Source: an optimization exercise on an open RTL-to-GDS flow (aim: small area). Production flows keep margins and buffers that such runs may drop. Where RTL was checked, it was by simulation tests only, not by an equivalence proof against the original. Power figures rest on the tool's default switching activity, not on a simulated workload.

Design rst_cipher, start of the top module:
module rst_cipher(
   input clk
  ,input rst_n
  ,input ptxt_valid
  ,input [11:0][7:0] key
  ,input [7:0] ptxt_char
  ,output [15:0] ctxt_str
  ,output reg ctxt_ready
  ,output reg err_invalid_ptxt_char
  ,output reg err_invalid_key
  ,output reg key_not_installed
);
==> flow/config.mk <==
export PLATFORM = sky130hd
export DESIGN_NAME = rst_cipher
export DESIGN_NICKNAME = rst_cipher
export VERILOG_FILES = /design/flow/design.v
export SDC_FILE = /design/flow/constraint.sdc
export NUM_CORES = 4
export LEC_CHECK = 0
export CAP_MARGIN = 20
export CORE_MARGIN = 2
export CORE_UTILIZATION = 35
export GPL_TIMING_DRIVEN = 0
export SLEW_MARGIN = 20
export SYNTH_HIERARCHICAL = 1
export SYNTH_MINIMUM_KEEP_SIZE = 0
==> flow/constraint.sdc <==
create_clock -name core_clock -period 6.0 [get_ports {clk}]
set_input_delay 1.2000 -clock core_clock [delete_from_list [all_inputs] [get_ports {clk}]]
set_output_delay 1.2000 -clock core_clock [all_outputs]
set_load 0.01 [all_outputs]
standard.sh (not shown) runs the stock make flow with config.mk's settings and CLKGATE_MAP_FILE= SYNTH_SCRIPT=/design/flow/synth_recipe.tcl, a recipe that flattens the netlist after the stock synthesis.
==> flow/flow/run.sh <==
#!/bin/bash
# Layout flow: the standard ORFS flow with two changes:
#  - synthesis maps with an area-oriented ABC script (flow/abc.script)
#  - port buffers are sky130_fd_sc_hd__buf_1 cells
#  - clock tree: small clock buffers, no dummy loads
set -uo pipefail
W=$(pwd)
export MY_ABC_SCRIPT=$W/flow/abc.script
export CTS_ARGS="-sink_clustering_enable -repair_clock_nets -dont_use_dummy_load -buf_list sky130_fd_sc_hd__clkbuf_4 -root_buf sky130_fd_sc_hd__clkbuf_8"
make -C "$FLOW_HOME" DESIGN_CONFIG="$FLOW_CONFIG" WORK_HOME="$W/orfs" \
  CLKGATE_MAP_FILE= SYNTH_SCRIPT="$W/flow/synth.tcl" \
  BUFFER_PORTS_ARGS="-buffer_cell sky130_fd_sc_hd__buf_1" \
  finish > "$W/make.log" 2>&1
status=$?
R=$W/orfs/results/$FLOW_PLATFORM/rst_cipher/base
if [[ -f $R/6_final.odb ]]; then
  : # left out here: write the final layout as DEF
fi
exit $status
==> flow/flow/abc.script <==
&get -n
&st
&deepsyn -T 20
&dch -f
&nf -a -R 1000
&put
topo
==> flow/flow/synth.tcl <==
# The standard flow's synthesis (synth_recipe.tcl), except that technology mapping runs
# the ABC script in MY_ABC_SCRIPT (area-oriented, no buffering or sizing)
proc synth {args} { yosys synth -nofsm -noshare {*}$args }
proc abc {args} {
  set i [lsearch -exact $args -script]
  if {$i >= 0 && [info exists ::env(MY_ABC_SCRIPT)]} {
    lset args [expr {$i + 1}] $::env(MY_ABC_SCRIPT)
  }
  puts "abc with: $args"
  yosys abc {*}$args
}
source $::env(SCRIPTS_DIR)/synth.tcl
# left out here: clear keep_hierarchy, flatten, clean up, hide names made inside functions, write 1_2_yosys.v
The starting point finished with timing, DRC and antenna clean.
Rerun with:
==> flow/flow/abc.script (replaced) <==
&get -n
&st
&dch -f
&nf -a -R 1000
&put
topo
- CORE_UTILIZATION: 35 -> 50
Outcome:
- sequential share of layout area grows by 0.29 points
- cell area shrinks by about 1.1%
- die area shrinks by about 30%
- power grows by 0.54%
- worst setup slack loses 460 ps
- sequential cell count stays the same
- first-iteration DRC count grows by about 4.3%
- via count grows by about 0.9%
Rerun with:
--- a/flow/flow/run.sh
+++ b/flow/flow/run.sh
@@ -1,3 +1,3 @@
 #!/bin/bash
-# Layout flow: the standard ORFS flow with two changes:
+# Layout flow: the standard ORFS flow with these changes:
 #  - synthesis maps with an area-oriented ABC script (flow/abc.script)
==> flow/flow/abc.script (replaced) <==
&get -n
&st
&deepsyn -T 20
&dch -f
&nf -a -R 1000
&put
topo
- CORE_UTILIZATION: 50 -> 35
The new run produced a clean layout.
Routed wire length came out higher by a few percent.
Power fell slightly.
Die area rose by well over a third.
Clock power barely changes.
Cell count increases by a few percent.
First-iteration DRC count decreases by a few percent.
Non-clock buffer count increases by 4.
Worst setup slack is better by 460 ps.
Rerun with:
--- a/flow/flow/run.sh
+++ b/flow/flow/run.sh
@@ -1,3 +1,3 @@
 #!/bin/bash
-# Layout flow: the standard ORFS flow with these changes:
+# Layout flow: the standard ORFS flow with two changes:
 #  - synthesis maps with an area-oriented ABC script (flow/abc.script)
==> flow/flow/abc.script (replaced) <==
&get -n
&st
&dch -f
&nf -a -R 1000
&put
topo
The changed run completed without violations.
Combinational power increases by 2.4%.
Setup slack got worse by 720 ps.
Cell area barely changes.
Cell count increases by 0.89%.


rst_cipher, a different RTL version from the one above (not shown whole).
Size in the first run: about 86 flip-flops, ~130 I/O pins.
clock: 6.0 ns
lec_check: 0
cap_margin: 20
core_margin: 2
core_utilization: 35
gpl_timing_driven: 0
slew_margin: 20
synth_hierarchical: 1
synth_minimum_keep_size: 0
==> flow/flow/run.sh <==
#!/bin/bash
# Layout flow: the standard ORFS flow with two changes:
#  - synthesis maps with an area-oriented ABC script (flow/abc.script)
#  - port buffers are sky130_fd_sc_hd__buf_1 cells
#  - clock tree: small clock buffers, no dummy loads
set -uo pipefail
W=$(pwd)
export MY_ABC_SCRIPT=$W/flow/abc.script
export CTS_ARGS="-sink_clustering_enable -repair_clock_nets -dont_use_dummy_load -buf_list sky130_fd_sc_hd__clkbuf_4 -root_buf sky130_fd_sc_hd__clkbuf_8"
make -C "$FLOW_HOME" DESIGN_CONFIG="$FLOW_CONFIG" WORK_HOME="$W/orfs" \
  CLKGATE_MAP_FILE= SYNTH_SCRIPT="$W/flow/synth.tcl" \
  BUFFER_PORTS_ARGS="-buffer_cell sky130_fd_sc_hd__buf_1" \
  finish > "$W/make.log" 2>&1
status=$?
R=$W/orfs/results/$FLOW_PLATFORM/rst_cipher/base
if [[ -f $R/6_final.odb ]]; then
  : # left out here: write the final layout as DEF
fi
exit $status
==> flow/flow/abc.script <==
strash
dc2
dc2
dch -f
map -a
&get -n
&st
&dch -f
&nf -a -R 1000
&put
topo
Scripts as last shown in full above: flow/flow/synth.tcl
Edit:
==> flow/flow/abc.script (replaced) <==
&get -n
&st
&dch -f
&nf -a -R 1000
&put
topo
Settings changed: CORE_UTILIZATION 35 to 50.
After rerunning: Via count grows by 0.59%. Clock skew stays flat. Global-route usage grows by 13 points. Die area shrinks by 30%. Synthesized area shrinks by 1.2%. First-iteration DRC count shrinks by 8.8%. Register-to-register slack loses 0.02 ns. Core utilization grows by 17 points. Wire length shrinks by 5.7%. Total power shrinks by 0.38%.
Edit:
Settings changed: CORE_UTILIZATION 50 to 35.
Outcome: The new run passed the timing, DRC and antenna checks. Sequential cell count stays the same. Routed wire length increases by about 4.5%. Maximum frequency increases by 2.5%. Critical path depth does not change. Worst hold slack is worse by 0.0048 ns. Global-route usage decreases by 12 points.
No functional check of the RTL was part of any run of this note.


RTL: one of the versions met above, not the one the previous note started from.
Size in the first run: ~1,100 cells after synthesis, ~86 flip-flops.
Settings: LEC_CHECK=0, CAP_MARGIN=20, CORE_MARGIN=2, CORE_UTILIZATION=35, GPL_TIMING_DRIVEN=0, SLEW_MARGIN=20, SYNTH_HIERARCHICAL=1, SYNTH_MINIMUM_KEEP_SIZE=0; clock period 6.0 ns.
==> flow/flow/abc.script <==
&get -n
&st
&dch -f
&nf -a -R 1000 -C 32
&put
topo
Scripts as last shown in full above: flow/flow/run.sh, flow/flow/synth.tcl
Change:
==> flow/flow/abc.script (replaced) <==
&get -n
&st
&dch -f
&nf -a -R 1000
&put
topo
GPL_TIMING_DRIVEN = default   (was 0)
Effect: Sequential share of layout area shrinks by 0.93 points; core utilization grows by 1.5 points; area after synthesis barely changes; critical path depth shrinks by 2; cell count grows by 3.1%; power grows by 2.3%; count of clock-buffer cells in the layout stays the same; design area grows by about 3.7%; wire length grows by about 4%; worst setup slack improved by 270 ps; sequential cell count does not change.
Change:
--- a/flow/flow/run.sh
+++ b/flow/flow/run.sh
@@ -7,5 +7,5 @@
 W=$(pwd)
 export MY_ABC_SCRIPT=$W/flow/abc.script
-export CTS_ARGS="-sink_clustering_enable -repair_clock_nets -dont_use_dummy_load -buf_list sky130_fd_sc_hd__clkbuf_4 -root_buf sky130_fd_sc_hd__clkbuf_8"
+export CTS_ARGS="-sink_clustering_enable -repair_clock_nets -dont_use_dummy_load -buf_list sky130_fd_sc_hd__clkbuf_8 -root_buf sky130_fd_sc_hd__clkbuf_8 -sink_clustering_size 24 -sink_clustering_max_diameter 120"
 make -C "$FLOW_HOME" DESIGN_CONFIG="$FLOW_CONFIG" WORK_HOME="$W/orfs" \
   CLKGATE_MAP_FILE= SYNTH_SCRIPT="$W/flow/synth.tcl" \
GPL_TIMING_DRIVEN = 0   (was default)
Effect: Total power shrinks by a few percent; count of clock-buffer cells in the layout does not change; final cell count shrinks by a few percent; global-route usage shrinks by 0.11 points; wire length shrinks slightly; synthesized cell count does not change; worst hold slack degrades by 11 ps; clock power shrinks by a few percent; setup slack degrades by 530 ps.


rst_cipher, a different RTL version from the one above (not shown whole).
Size in the first run: ~1,100 cells after synthesis, ~8600 sq um of cells after synthesis.
clock: 6.0 ns
lec_check: 0
cap_margin: 20
core_margin: 2
core_utilization: 35
place_density: 0.45
slew_margin: 20
synth_hierarchical: 1
synth_minimum_keep_size: 0
==> flow/flow/run.sh <==
#!/bin/bash
# Layout flow: the standard ORFS flow with two changes:
#  - synthesis maps with an area-oriented ABC script (flow/abc.script)
#  - port buffers are sky130_fd_sc_hd__buf_1 cells
#  - clock tree: small clock buffers, no dummy loads
set -uo pipefail
W=$(pwd)
export MY_ABC_SCRIPT=$W/flow/abc.script
export CTS_ARGS="-sink_clustering_enable -repair_clock_nets -dont_use_dummy_load -buf_list sky130_fd_sc_hd__clkbuf_4 -root_buf sky130_fd_sc_hd__clkbuf_8"
make -C "$FLOW_HOME" DESIGN_CONFIG="$FLOW_CONFIG" WORK_HOME="$W/orfs" \
  CLKGATE_MAP_FILE= SYNTH_SCRIPT="$W/flow/synth.tcl" \
  BUFFER_PORTS_ARGS="-buffer_cell sky130_fd_sc_hd__buf_1" \
  finish > "$W/make.log" 2>&1
status=$?
R=$W/orfs/results/$FLOW_PLATFORM/rst_cipher/base
if [[ -f $R/6_final.odb ]]; then
  : # left out here: write the final layout as DEF
fi
exit $status
==> flow/flow/abc.script <==
&get -n
&st
&dch -f
&nf -a -R 1000
&put
topo
Scripts as last shown in full above: flow/flow/synth.tcl
The first run produced a clean layout.
Edit:
--- a/flow/flow/run.sh
+++ b/flow/flow/run.sh
@@ -4,3 +4,2 @@
 #  - port buffers are sky130_fd_sc_hd__buf_1 cells
-#  - clock tree: small clock buffers, no dummy loads
 set -uo pipefail
@@ -8,3 +7,2 @@
 export MY_ABC_SCRIPT=$W/flow/abc.script
-export CTS_ARGS="-sink_clustering_enable -repair_clock_nets -dont_use_dummy_load -buf_list sky130_fd_sc_hd__clkbuf_4 -root_buf sky130_fd_sc_hd__clkbuf_8"
 make -C "$FLOW_HOME" DESIGN_CONFIG="$FLOW_CONFIG" WORK_HOME="$W/orfs" \
--- a/flow/config.mk
+++ b/flow/config.mk
@@ -10,3 +10,2 @@
 export CORE_UTILIZATION = 35
-export PLACE_DENSITY = 0.45
 export SLEW_MARGIN = 20
- worst hold slack improved by 0.051 ns
- routed wire length went down by 5.7%
- area after synthesis is unchanged
- total power rises by 10%
- die area is unchanged
- synthesized cell count stays the same


RTL: one of the versions met above, not the one the previous note started from.
Size in the first run: about 86 flip-flops, ~0.0083 mm2 of cells after synthesis.
clock: 6.0 ns
lec_check: 0
cap_margin: 20
core_margin: 2
core_utilization: 35
gpl_timing_driven: 0
slew_margin: 10
synth_hierarchical: 1
synth_minimum_keep_size: 0
==> flow/flow/run.sh <==
#!/bin/bash
# Layout flow: the standard ORFS flow with two changes:
#  - synthesis maps with an area-oriented ABC script (flow/abc.script)
#  - port buffers are sky130_fd_sc_hd__buf_1 cells
#  - clock tree: small clock buffers, no dummy loads
set -uo pipefail
W=$(pwd)
export MY_ABC_SCRIPT=$W/flow/abc.script
export CTS_ARGS="-sink_clustering_enable -repair_clock_nets -dont_use_dummy_load -buf_list sky130_fd_sc_hd__clkbuf_4 -root_buf sky130_fd_sc_hd__clkbuf_8"
make -C "$FLOW_HOME" DESIGN_CONFIG="$FLOW_CONFIG" WORK_HOME="$W/orfs" \
  CLKGATE_MAP_FILE= SYNTH_SCRIPT="$W/flow/synth.tcl" \
  BUFFER_PORTS_ARGS="-buffer_cell sky130_fd_sc_hd__buf_1" \
  finish > "$W/make.log" 2>&1
status=$?
R=$W/orfs/results/$FLOW_PLATFORM/rst_cipher/base
if [[ -f $R/6_final.odb ]]; then
  : # left out here: write the final layout as DEF
fi
exit $status
Scripts as last shown in full above: flow/flow/abc.script, flow/flow/synth.tcl
The starting point passed the timing, DRC and antenna checks.
==> next run, changes <==
- CAP_MARGIN: 20 -> 0
- SLEW_MARGIN: 10 -> 0
Effect:
- The changed run produced a layout that fails on max-capacitance violations, max-slew violations
- sequential power stays flat
- non-clock buffer count decreases by 14
- total power barely changes
- via count came out lower by 1.0%
- sequential share of layout area came out higher by 0.35 points
- setup slack got worse by 480 ps
- synthesized cell count stays the same
- wire length grows by 0.89%
- area after synthesis is unchanged
- clock power went up by about 3%
- cell area goes down by 1.3%
==> next run, changes <==
--- a/flow/flow/run.sh
+++ b/flow/flow/run.sh
@@ -9 +9 @@
-export CTS_ARGS="-sink_clustering_enable -repair_clock_nets -dont_use_dummy_load -buf_list sky130_fd_sc_hd__clkbuf_4 -root_buf sky130_fd_sc_hd__clkbuf_8"
+export CTS_ARGS="-sink_clustering_enable -repair_clock_nets -dont_use_dummy_load -buf_list sky130_fd_sc_hd__clkbuf_8 -root_buf sky130_fd_sc_hd__clkbuf_8 -sink_clustering_size 24 -sink_clustering_max_diameter 120"
- CAP_MARGIN: 0 -> 20
- SLEW_MARGIN: 0 -> 20
This time the run produced a clean layout.
Sequential share of layout area is lower by 0.14 points.
Wire length stays flat.
Setup slack is better by 420 ps.
Fmax rises by roughly a tenth.
Die area stays the same.
Final cell count barely changes.
Via count is lower slightly.
Synthesized cell count is unchanged.
Synthesized area does not change.
Clock power went down slightly.
Function was not checked in any run of this note: the RTL went through the layout flow alone.


The RTL this note starts from:
==> flow/design.v <==
module rst_cipher(
   input clk
  ,input rst_n
  ,input ptxt_valid
  ,input [11:0][7:0] key
  ,input [7:0] ptxt_char
  ,output [15:0] ctxt_str
  ,output reg ctxt_ready
  ,output reg err_invalid_ptxt_char
  ,output reg err_invalid_key
  ,output reg key_not_installed
);
  function automatic valid_char(input [7:0] c);
    valid_char = !c[7] && (c[6] ? (c[4:0] != 5'd0 && c[4:0] <= 5'd26)
                                : (c[5] && c[4] && c[3:0] <= 4'd9));
  endfunction
  function automatic [5:0] rowcol(input [5:0] k);
    case (k)
      6'd16: rowcol = 6'b001010;
      6'd17: rowcol = 6'b001100;
      6'd18: rowcol = 6'b001001;
      6'd19: rowcol = 6'b001110;
      6'd20: rowcol = 6'b110000;
      6'd21: rowcol = 6'b110101;
      6'd22: rowcol = 6'b110010;
      6'd23: rowcol = 6'b110100;
      6'd24: rowcol = 6'b110001;
      6'd25: rowcol = 6'b110110;
      6'd33: rowcol = 6'b000000;
      6'd34: rowcol = 6'b000101;
      6'd35: rowcol = 6'b000010;
      6'd36: rowcol = 6'b000100;
      6'd37: rowcol = 6'b000001;
      6'd38: rowcol = 6'b000110;
      6'd39: rowcol = 6'b101000;
      6'd40: rowcol = 6'b101101;
      6'd41: rowcol = 6'b101010;
      6'd42: rowcol = 6'b101100;
      6'd43: rowcol = 6'b101001;
      6'd44: rowcol = 6'b101110;
      6'd45: rowcol = 6'b010000;
      6'd46: rowcol = 6'b010101;
      6'd47: rowcol = 6'b010010;
      6'd48: rowcol = 6'b010100;
      6'd49: rowcol = 6'b010001;
      6'd50: rowcol = 6'b010110;
      6'd51: rowcol = 6'b100000;
      6'd52: rowcol = 6'b100101;
      6'd53: rowcol = 6'b100010;
      6'd54: rowcol = 6'b100100;
      6'd55: rowcol = 6'b100001;
      6'd56: rowcol = 6'b100110;
      6'd57: rowcol = 6'b001000;
      6'd58: rowcol = 6'b001101;
      default: rowcol = 6'd0;
    endcase
  endfunction
  wire [11:0] kval;
  wire [65:0][1:0] differ;
  genvar gi, gj;
  generate
    for (gi = 0; gi < 12; gi = gi + 1) begin : g_val
      assign kval[gi] = valid_char(key[gi]);
    end
    for (gi = 0; gi < 12; gi = gi + 1) begin : g_a
      for (gj = gi + 1; gj < 12; gj = gj + 1) begin : g_b
        char_eq u_eq (
          .a(key[gi][6:0]), .an(~key[gi][6:0]),
          .b(key[gj][6:0]), .bn(~key[gj][6:0]),
          .ne(differ[gi * (23 - gi) / 2 + gj - gi - 1])
        );
      end
    end
  endgenerate
  reg distinct;
  integer p;
  always @(*) begin
    distinct = 1'b1;
    for (p = 0; p < 66; p = p + 1)
      distinct = distinct & (|differ[p]);
  end
  wire kv = (&kval) & distinct;
  wire pv = valid_char(ptxt_char);
  reg installed;
  reg rot2;                
  reg [1:0] rot3;          
  reg [5:0][6:0] trow;     
  reg [5:0][6:0] tcol;     
  reg [2:0] crow, ccol;    
  wire sub = pv & ptxt_valid & installed;
  wire [5:0] rc = rowcol({ptxt_char[6], ptxt_char[4:0]});
  always @(posedge clk or negedge rst_n)
    if (!rst_n) begin
      ctxt_ready <= 1'b0;
      err_invalid_key <= 1'b0;
      err_invalid_ptxt_char <= 1'b0;
      key_not_installed <= 1'b1;
      installed <= 1'b0;
      rot2 <= 1'b0;
      rot3 <= 2'd0;
    end else begin
      ctxt_ready <= sub;
      err_invalid_key <= !kv;
      err_invalid_ptxt_char <= !pv;
      key_not_installed <= !installed;
      if (kv) installed <= 1'b1;
      if (sub) begin
        rot2 <= !rot2;
        rot3 <= {rot3[0], !rot3[0] & !rot3[1]};
      end
    end
  always @(posedge clk) begin
    if (!installed) begin
      trow <= {key[5][6:0], key[7][6:0], key[3][6:0], key[9][6:0], key[1][6:0], key[11][6:0]};
      tcol <= {key[4][6:0], key[6][6:0], key[2][6:0], key[8][6:0], key[0][6:0], key[10][6:0]};
    end
    crow <= rc[5:3];
    ccol <= rc[2:0];
  end
  ctxt_out u_out (
    .trow(trow), .tcol(tcol), .crow(crow), .ccol(ccol), .rot2(rot2), .rot3(rot3),
    .rdy(ctxt_ready),
    .ctxt_str(ctxt_str)
  );
endmodule
module char_eq (
   input [6:0] a
  ,input [6:0] an
  ,input [6:0] b
  ,input [6:0] bn
  ,output [1:0] ne
);
  wire [6:0] same = ~((a | b) & (an | bn));
  assign ne = {~&same[6:4], ~&same[3:0]};
endmodule
module ctxt_out (
   input [5:0][6:0] trow
  ,input [5:0][6:0] tcol
  ,input [2:0] crow
  ,input [2:0] ccol
  ,input rot2
  ,input [1:0] rot3
  ,input rdy
  ,output [15:0] ctxt_str
);
  function automatic [1:0] sub3(input [1:0] a, input [1:0] b);
    case ({a, b})
      4'b0000, 4'b0101, 4'b1010: sub3 = 2'd0;
      4'b0100, 4'b1001, 4'b0010: sub3 = 2'd1;
      default:                   sub3 = 2'd2;
    endcase
  endfunction
  function automatic [5:0] lines(input [2:0] a, input k2, input [1:0] k3,
                                 input en);
    reg e;
    reg [1:0] s;
    integer p;
    e = a[2] ^ k2;
    s = sub3(a[1:0], k3);
    for (p = 0; p < 6; p = p + 1)
      lines[p] = en & (e != p[0]) & (s == (p % 3 + 2) % 3);
  endfunction
  function automatic [6:0] sel(input [5:0][6:0] t, input [5:0] l);
    integer i;
    sel = 7'd0;
    for (i = 0; i < 6; i = i + 1)
      sel = sel | (t[i] & {7{l[i]}});
  endfunction
  assign ctxt_str = {1'b0, sel(trow, lines(crow, rot2, rot3, rdy)), 1'b0, sel(tcol, lines(ccol, rot2, rot3, rdy))};
endmodule
Settings: LEC_CHECK=0, CAP_MARGIN=20, CORE_MARGIN=2, CORE_UTILIZATION=35, SLEW_MARGIN=20, SYNTH_HIERARCHICAL=1, SYNTH_MINIMUM_KEEP_SIZE=0; clock period 6.0 ns.
==> flow/flow/run.sh <==
#!/bin/bash
# Layout flow: the standard ORFS flow with two changes:
#  - synthesis maps with an area-oriented ABC script (flow/abc.script)
#  - port buffers are sky130_fd_sc_hd__buf_1 cells
#  - clock tree: small clock buffers, no dummy loads
set -uo pipefail
W=$(pwd)
export MY_ABC_SCRIPT=$W/flow/abc.script
export CTS_ARGS="-sink_clustering_enable -repair_clock_nets -dont_use_dummy_load -buf_list sky130_fd_sc_hd__clkbuf_4 -root_buf sky130_fd_sc_hd__clkbuf_8"
make -C "$FLOW_HOME" DESIGN_CONFIG="$FLOW_CONFIG" WORK_HOME="$W/orfs" \
  CLKGATE_MAP_FILE= SYNTH_SCRIPT="$W/flow/synth.tcl" \
  BUFFER_PORTS_ARGS="-buffer_cell sky130_fd_sc_hd__buf_1" \
  finish > "$W/make.log" 2>&1
status=$?
R=$W/orfs/results/$FLOW_PLATFORM/rst_cipher/base
if [[ -f $R/6_final.odb ]]; then
  : # left out here: write the final layout as DEF
fi
exit $status
Scripts as last shown in full above: flow/flow/abc.script, flow/flow/synth.tcl
Change:
--- a/flow/config.mk
+++ b/flow/config.mk
@@ -10,0 +11 @@
+export GPL_TIMING_DRIVEN = 0
=>
- The new run finished with timing, DRC and antenna clean
- hold slack barely changes
- sequential cell count stays the same
- wire length fell by 12%
- global-route usage fell by 4.8 points
- non-clock buffer count fell by 29
No run of this note included a check of the RTL's function; only the layout flow was run.

==> port drivers added, routing unchanged <==
How much do the figures lean on ideal ports? The routed layouts below were timed once more, with nothing changed but the port constraints.
Step 1, drivers: a clkbuf_16 drives clk and a buf_2 each remaining input, both assumed.
Step 2, shift: input delay + t, output delay - t, t = (earliest + latest rising clock arrival at the registers) / 2. This alone moves slack from input paths to output paths.
a / b / c = no drivers / after step 1 / after step 2; a / b = the first two.
| run | t (ns) | setup slack, ns | worst data-port slew with drivers (ns) |
|---|---|---|---|
| the first run of note 1 | 0.380 | 1.613 / 1.601 / 1.250 | 0.04 |
| the second run of note 1 | 0.378 | 1.151 / 1.160 / 0.782 | 0.04 |
| the third run of note 1 | 0.380 | 1.613 / 1.601 / 1.250 | 0.04 |
| the fourth run of note 1 | 0.391 | 0.898 / 0.917 / 0.525 | 0.04 |
| the first run of note 2 | 0.383 | 1.372 / 1.385 / 1.002 | 0.04 |
| the second run of note 2 | 0.371 | 1.206 / 1.172 / 1.062 | 0.04 |
| the third run of note 2 | 0.367 | 1.321 / 1.334 / 0.966 | 0.05 |
| the first run of note 3 | 0.389 | 1.160 / 1.122 / 0.929 | 0.05 |
| the second run of note 3 | 0.381 | 1.431 / 1.394 / 1.376 | 0.05 |
| the third run of note 3 | 0.391 | 0.898 / 0.917 / 0.525 | 0.04 |
| the first run of note 4 | 0.409 | 1.665 / 1.678 / 1.268 | 0.05 |
| the second run of note 4 | 0.386 | 1.910 / 1.917 / 1.531 | 0.09 |
| the first run of note 5 | 0.366 | 1.375 / 1.379 / 1.013 | 0.04 |
| the second run of note 5 | 0.384 | 0.899 / 0.910 / 0.526 | 0.05 |
| the third run of note 5 | 0.367 | 1.321 / 1.334 / 0.966 | 0.05 |
| the first run of note 6 | 0.421 | 1.887 / 1.891 / 1.470 | 0.11 |
| the second run of note 6 | 0.390 | 1.708 / 1.714 / 1.324 | 0.05 |
For the first run of note 6, which loses most, drivers alone change the setup slack by +0.004 ns; drivers and shift together by -0.417 ns.
